From an optimization exercise on the open Yosys and OpenROAD flow, aimed at small area; shortcuts taken in it are not production practice.
The RTL was checked by simulation tests, not by an equivalence proof against the original design.
The flow treats the clock pin as an ideal source, which a real chip does not have.
Power is estimated from default activity; no workload was simulated.

## JK
==> flow/design.v <==
`timescale 1ns / 1ns
module lcd_cntrl_top #(
    parameter int DATA_WIDTH = 8,
    parameter int INSTR_WIDTH = 10,
    parameter int PRESCALER_WIDTH = 16
) (
    input clk_i,
    input rst_ni,
    input        [11:0] haddr_i,
    input        [ 1:0] htrans_i,
    input        [31:0] hwdata_i,
    input               hwrite_i,
    output logic [31:0] hrdata_o,
    output logic        hready_out_o,
    output logic        hresp_o,
    input  [DATA_WIDTH-1:0] data_in_i,
    output logic [DATA_WIDTH-1:0] data_out_o,
    output logic                  data_oe_o,
    output logic                  rs_o,
    output logic                  rwb_o,
    output logic                  e_o
);
  logic        a_ok;     
  logic [ 1:0] a_idx;    
  logic        a_wr;     
  logic        err;      
  logic        hready;   
  logic        phy_en;
  logic [ 9:0] instr;
  logic        valid;
  logic [15:0] presc;
  logic [ 7:0] rdata;
  logic        phy_ready;
  logic        addr_hi;
  logic        invalid_trans;
  assign addr_hi       = |haddr_i[11:4];
  assign invalid_trans = htrans_i[1] & (addr_hi |
                         ((haddr_i[3:0] == 4'h4) & hwrite_i & !phy_ready));
  assign hresp_o      = err;
  assign hready_out_o = hready;
  always_ff @(posedge clk_i) begin
    if (!rst_ni) begin
      a_ok <= 1'b0;
      err    <= 1'b0;
      hready <= 1'b1;
    end else begin
      if (htrans_i[1]) a_ok <= !addr_hi & (haddr_i[1:0] == 2'b00);
      hready <= err | !invalid_trans;
      err    <= !hready | (!err & invalid_trans);
    end
  end
  always_ff @(posedge clk_i) begin
    if (htrans_i[1]) begin
      a_idx <= haddr_i[3:2];
      a_wr  <= hwrite_i;
    end else begin
      a_wr  <= 1'b0;
    end
  end
  logic wsel, rsel;
  assign wsel = a_ok & a_wr & !err;
  assign rsel = a_ok & !a_wr & !err;
  logic ld_ctrl, hd_ctrl, ld_instr, hd_instr, ld_presc, hd_presc, instr_wen;
  assign instr_wen = wsel & (a_idx == 2'd1) & !valid;
  assign ld_ctrl   = rst_ni & wsel & (a_idx == 2'd0);
  assign hd_ctrl   = rst_ni & !(wsel & (a_idx == 2'd0));
  assign ld_instr  = rst_ni & instr_wen;
  assign hd_instr  = rst_ni & !instr_wen;
  assign ld_presc  = rst_ni & wsel & (a_idx == 2'd3);
  assign hd_presc  = rst_ni & !(wsel & (a_idx == 2'd3));
  logic        phy_en_d;
  logic [ 9:0] instr_d;
  logic [15:0] presc_d;
  lcd_sel u_en_sel (.a(hwdata_i[0]), .sa(ld_ctrl), .b(phy_en), .sb(hd_ctrl), .y(phy_en_d));
  for (genvar i = 0; i < 10; i++) begin : g_instr
    lcd_sel u_sel (.a(hwdata_i[i]), .sa(ld_instr), .b(instr[i]), .sb(hd_instr), .y(instr_d[i]));
  end
  for (genvar i = 0; i < 16; i++) begin : g_presc
    lcd_sel u_sel (.a(hwdata_i[i]), .sa(ld_presc), .b(presc[i]), .sb(hd_presc), .y(presc_d[i]));
  end
  always_ff @(posedge clk_i) begin
    phy_en <= phy_en_d;
    instr  <= instr_d;
    presc  <= presc_d | {12'd0, !rst_ni, 1'b0, !rst_ni, 1'b0};   
    valid  <= rst_ni & instr_wen;
  end
  always_comb begin
    hrdata_o = 32'h0;
    if (rsel) begin
      case (a_idx)
        2'd0: hrdata_o[1:0] = {phy_ready, phy_en};
        2'd1: hrdata_o[9:0] = instr;
        2'd2: hrdata_o[7:0] = rdata;
        2'd3: hrdata_o[15:0] = presc;
      endcase
    end
  end
  localparam logic [2:0] S_IDLE = 3'd0;
  localparam logic [2:0] S_AF   = 3'd2;   
  localparam logic [2:0] S_ADDR = 3'd3;
  localparam logic [2:0] S_WD   = 3'd1;
  localparam logic [2:0] S_RD   = 3'd7;
  localparam logic [2:0] S_CAP  = 3'd5;
  localparam logic [2:0] S_EH   = 3'd4;
  logic [ 2:0] state;
  logic [ 5:0] cnt;
  logic [15:0] pcnt;
  logic        busy;      
  logic [ 7:0] wdata;
  logic        adv;
  assign phy_ready = !busy & phy_en;
  assign adv       = valid & phy_ready;
  logic        term;
  logic        tick;      
  logic [ 5:0] cnt_ld;
  logic [ 5:0] cby;      
  always_comb begin
    cby[0] = tick;
    for (int i = 1; i < 6; i++) cby[i] = cby[i-1] & !cnt[i-1];
  end
  assign term = (cnt == 6'd0);
  always_comb begin
    case (state)
      S_ADDR:  cnt_ld = rwb_o ? 6'd36 : 6'd45;
      S_RD:    cnt_ld = 6'd9;
      S_WD:    cnt_ld = 6'd55;
      S_CAP:   cnt_ld = 6'd55;
      default: cnt_ld = 6'd6;
    endcase
  end
  logic [15:0] pcy, pinc;
  logic        clr;
  always_comb begin
    pcy[0] = 1'b1;
    for (int i = 1; i < 16; i++) pcy[i] = pcy[i-1] & pcnt[i-1];
  end
  assign pinc = pcnt ^ pcy;
  assign tick = (pinc == presc) & !(pcy[15] & pcnt[15]);
  assign clr  = (state == S_IDLE) | term;
  always_ff @(posedge clk_i) begin
    cnt  <= clr ? cnt_ld : cnt ^ cby;
    pcnt <= (clr | tick) ? 16'd0 : pinc;
  end
  always_ff @(posedge clk_i or negedge rst_ni) begin
    if (!rst_ni) begin
      state <= S_IDLE;
    end else begin
      case (state)
        S_IDLE:  if (adv) state <= S_AF;
        S_AF:    state <= S_ADDR;
        S_ADDR:  if (term) state <= rwb_o ? S_RD : S_WD;
        S_WD:    if (term) state <= S_EH;
        S_RD:    if (term) state <= S_CAP;
        S_CAP:   if (term) state <= S_EH;
        S_EH:    if (term) state <= adv ? S_AF : S_IDLE;
        default: state <= S_IDLE;
      endcase
    end
  end
  always_ff @(posedge clk_i or negedge rst_ni) begin
    if (!rst_ni) begin
      busy <= 1'b0;
    end else if (adv) begin
      busy <= 1'b1;
    end else if (state == S_EH && cnt == 6'd1) begin
      busy <= 1'b0;
    end
  end
  always_ff @(posedge clk_i) begin
    if (state == S_AF) wdata <= instr[7:0];
  end
  always_ff @(posedge clk_i or negedge rst_ni) begin
    if (!rst_ni) begin
      rs_o       <= 1'b0;
      rwb_o      <= 1'b0;
      e_o        <= 1'b0;
      data_out_o <= '0;
      data_oe_o  <= 1'b0;
    end else begin
      if (state == S_AF) {rs_o, rwb_o} <= instr[9:8];
      e_o <= (state == S_WD) | (state == S_RD) | (state == S_CAP);
      if (state == S_WD) data_out_o <= wdata;
      if (state == S_IDLE || state == S_RD) data_oe_o <= 1'b0;
      else if (state == S_WD) data_oe_o <= 1'b1;
    end
  end
  always_ff @(posedge clk_i or negedge rst_ni) begin
    if (!rst_ni) begin
      rdata <= '0;
    end else if ((state == S_RD && term) || (state == S_CAP && !term)) begin
      rdata <= data_in_i;
    end
  end
endmodule
module lcd_sel (
    input  a,
    input  sa,
    input  b,
    input  sb,
    output y
);
  assign y = (a & sa) | (b & sb);
endmodule
==> flow/config.mk <==
export PLATFORM = sky130hd
export DESIGN_NAME = lcd_cntrl_top
export DESIGN_NICKNAME = lcd_cntrl_top
export VERILOG_FILES = /design/flow/design.v
export SDC_FILE = /design/flow/constraint.sdc
export NUM_CORES = 4
export LEC_CHECK = 0
export CAP_MARGIN = 0
export CORE_MARGIN = 2
export CORE_UTILIZATION = 65
export GPL_TIMING_DRIVEN = 0
export PLACE_DENSITY = 0.75
export SLEW_MARGIN = 0
==> flow/constraint.sdc <==
create_clock -name core_clock -period 10.0 [get_ports {clk_i}]
set_input_delay 2.0000 -clock core_clock [delete_from_list [all_inputs] [get_ports {clk_i}]]
set_output_delay 2.0000 -clock core_clock [all_outputs]
set_load 0.01 [all_outputs]
standard.sh (not shown) runs the stock make flow with config.mk's settings and CLKGATE_MAP_FILE= SYNTH_SCRIPT=/design/flow/synth_recipe.tcl, a recipe that flattens the netlist after the stock synthesis.
==> flow/flow/run.sh <==
#!/bin/bash
# The standard layout (standard.sh) with these changes:
#  - synthesis is the standard flow's (synth_recipe.tcl, ORFS synth.tcl), except that ABC maps
#    the combinational logic with an area-oriented script (flow/abc_area.script);
#    flip-flop mapping, names and everything else are unchanged;
#  - ports are buffered with the smallest buffer (buf_1);
#  - the clock is distributed by four clock buffers, one per group of nearby
#    registers, inserted before CTS (flow/cts_pre.tcl), so TritonCTS adds none;
#  - constant outputs share one tie cell;
#  - the register-select cells (module lcd_sel) are mapped on their own
#    (SYNTH_KEEP_MODULES) and flattened at the end as synth_recipe.tcl does.
set -euo pipefail
W=$PWD
sed "s#^source \$::env(SCRIPTS_DIR)/synth_preamble.tcl\$#&\nset abc_args [lreplace \$abc_args 1 1 $W/flow/abc_area.script]#" \
  "$FLOW_HOME/scripts/synth.tcl" > "$W/flow_orfs_synth.tcl"
grep -q "abc_area.script" "$W/flow_orfs_synth.tcl"
sed "s#^source \$::env(SCRIPTS_DIR)/synth.tcl\$#source $W/flow_orfs_synth.tcl#" synth_recipe.tcl > "$W/flow_synth.tcl"
grep -q "flow_orfs_synth.tcl" "$W/flow_synth.tcl"
sed "s#SYNTH_SCRIPT=[^ ]*#SYNTH_SCRIPT=$W/flow_synth.tcl#" standard.sh > "$W/flow_standard.sh"
grep -q "flow_synth.tcl" "$W/flow_standard.sh"
export BUFFER_PORTS_ARGS="-buffer_cell sky130_fd_sc_hd__buf_1"
export PRE_CTS_TCL="$W/flow/cts_pre.tcl"
export CLK_GROUPS=4
export CLK_BUF=sky130_fd_sc_hd__buf_12
export CTS_ARGS="-sink_clustering_enable -dont_use_dummy_load"
export SKIP_REPAIR_TIE_FANOUT=1
export REMOVE_ABC_BUFFERS=1
export SYNTH_KEEP_MODULES=lcd_sel
bash "$W/flow_standard.sh" > flow_standard.log 2>&1
Other scripts of this flow, unchanged in this note and not shown: flow/flow/abc_area.script, flow/flow/cts_pre.tcl
#### Input delta (MS over JK)
diff --git a/flow/design.v b/flow/design.v
--- a/flow/design.v
+++ b/flow/design.v
@@ -112,9 +112,8 @@
   assign adv       = valid & phy_ready;
   logic        term;
-  logic        tick;      
   logic [ 5:0] cnt_ld;
   logic [ 5:0] cby;      
   always_comb begin
-    cby[0] = tick;
+    cby[0] = 1'b1;
     for (int i = 1; i < 6; i++) cby[i] = cby[i-1] & !cnt[i-1];
   end
@@ -130,5 +129,5 @@
   end
   logic [15:0] pcy, pinc;
-  logic        clr;
+  logic        tick, clr;
   always_comb begin
     pcy[0] = 1'b1;
@@ -139,6 +138,13 @@
   assign clr  = (state == S_IDLE) | term;
   always_ff @(posedge clk_i) begin
-    cnt  <= clr ? cnt_ld : cnt ^ cby;
-    pcnt <= (clr | tick) ? 16'd0 : pinc;
+    if (clr) begin
+      cnt  <= cnt_ld;
+      pcnt <= '0;
+    end else if (tick) begin
+      cnt  <= cnt ^ cby;
+      pcnt <= '0;
+    end else begin
+      pcnt <= pinc;
+    end
   end
   always_ff @(posedge clk_i or negedge rst_ni) begin
Results
- JK → MS: combined area of the multi-input logic cells stayed essentially flat; synthesis-to-layout area growth did not really move; final hold slack decreased 0.013 ns; floorplan die area has increased.
- The lower overall die width came out of JK.
- In the metrics for JK and MS, the one carrying the lower combinational power is JK.
- JK → MS: sequential cell count shows no meaningful change; minimum clock period decreased 1.25 ns; post-layout worst setup margin moved up; final area picked up an extra 0.75%.
- Proportion of synthesized chip area in sequential cells is lower on JK
- MS against JK: area of the mapped netlist climbed 0.85%, proportion of power drawn by the clock network dropped 0.6 points.

what the ideal ports hide:
Ports are ideal in the flow. The routed layouts listed here were re-timed in OpenROAD.
Step 1 (the two cells are an assumption about what drives the block):
set clk [get_ports {clk_i}]
set_driving_cell -lib_cell sky130_fd_sc_hd__clkbuf_16 $clk
set_driving_cell -lib_cell sky130_fd_sc_hd__buf_2 [delete_from_list [all_inputs] $clk]
Step 2 moves the port delays by t, midway between the first and last clock arrival at a register: inputs arrive t later, outputs are due t later. That takes back most of the time a late clock gives input paths.
Slacks: no drivers / after step 1 / after step 2; pairs: no drivers / after step 1.
run	t (ns)	setup slack, ns	worst setup path after step 2	latest minus earliest clock arrival (ns)	worst slew at a driven data input, ns
JK	0.208	3.939 / 3.938 / 3.938	register to register	0.008 / 0.008	0.03
MS	0.207	5.192 / 5.192 / 5.192	register to register	0.006 / 0.006	0.04
After both steps setup and hold are still met in every run listed. For JK, which loses most, drivers alone change the setup slack by -0.001 ns; drivers and shift together by -0.001 ns.
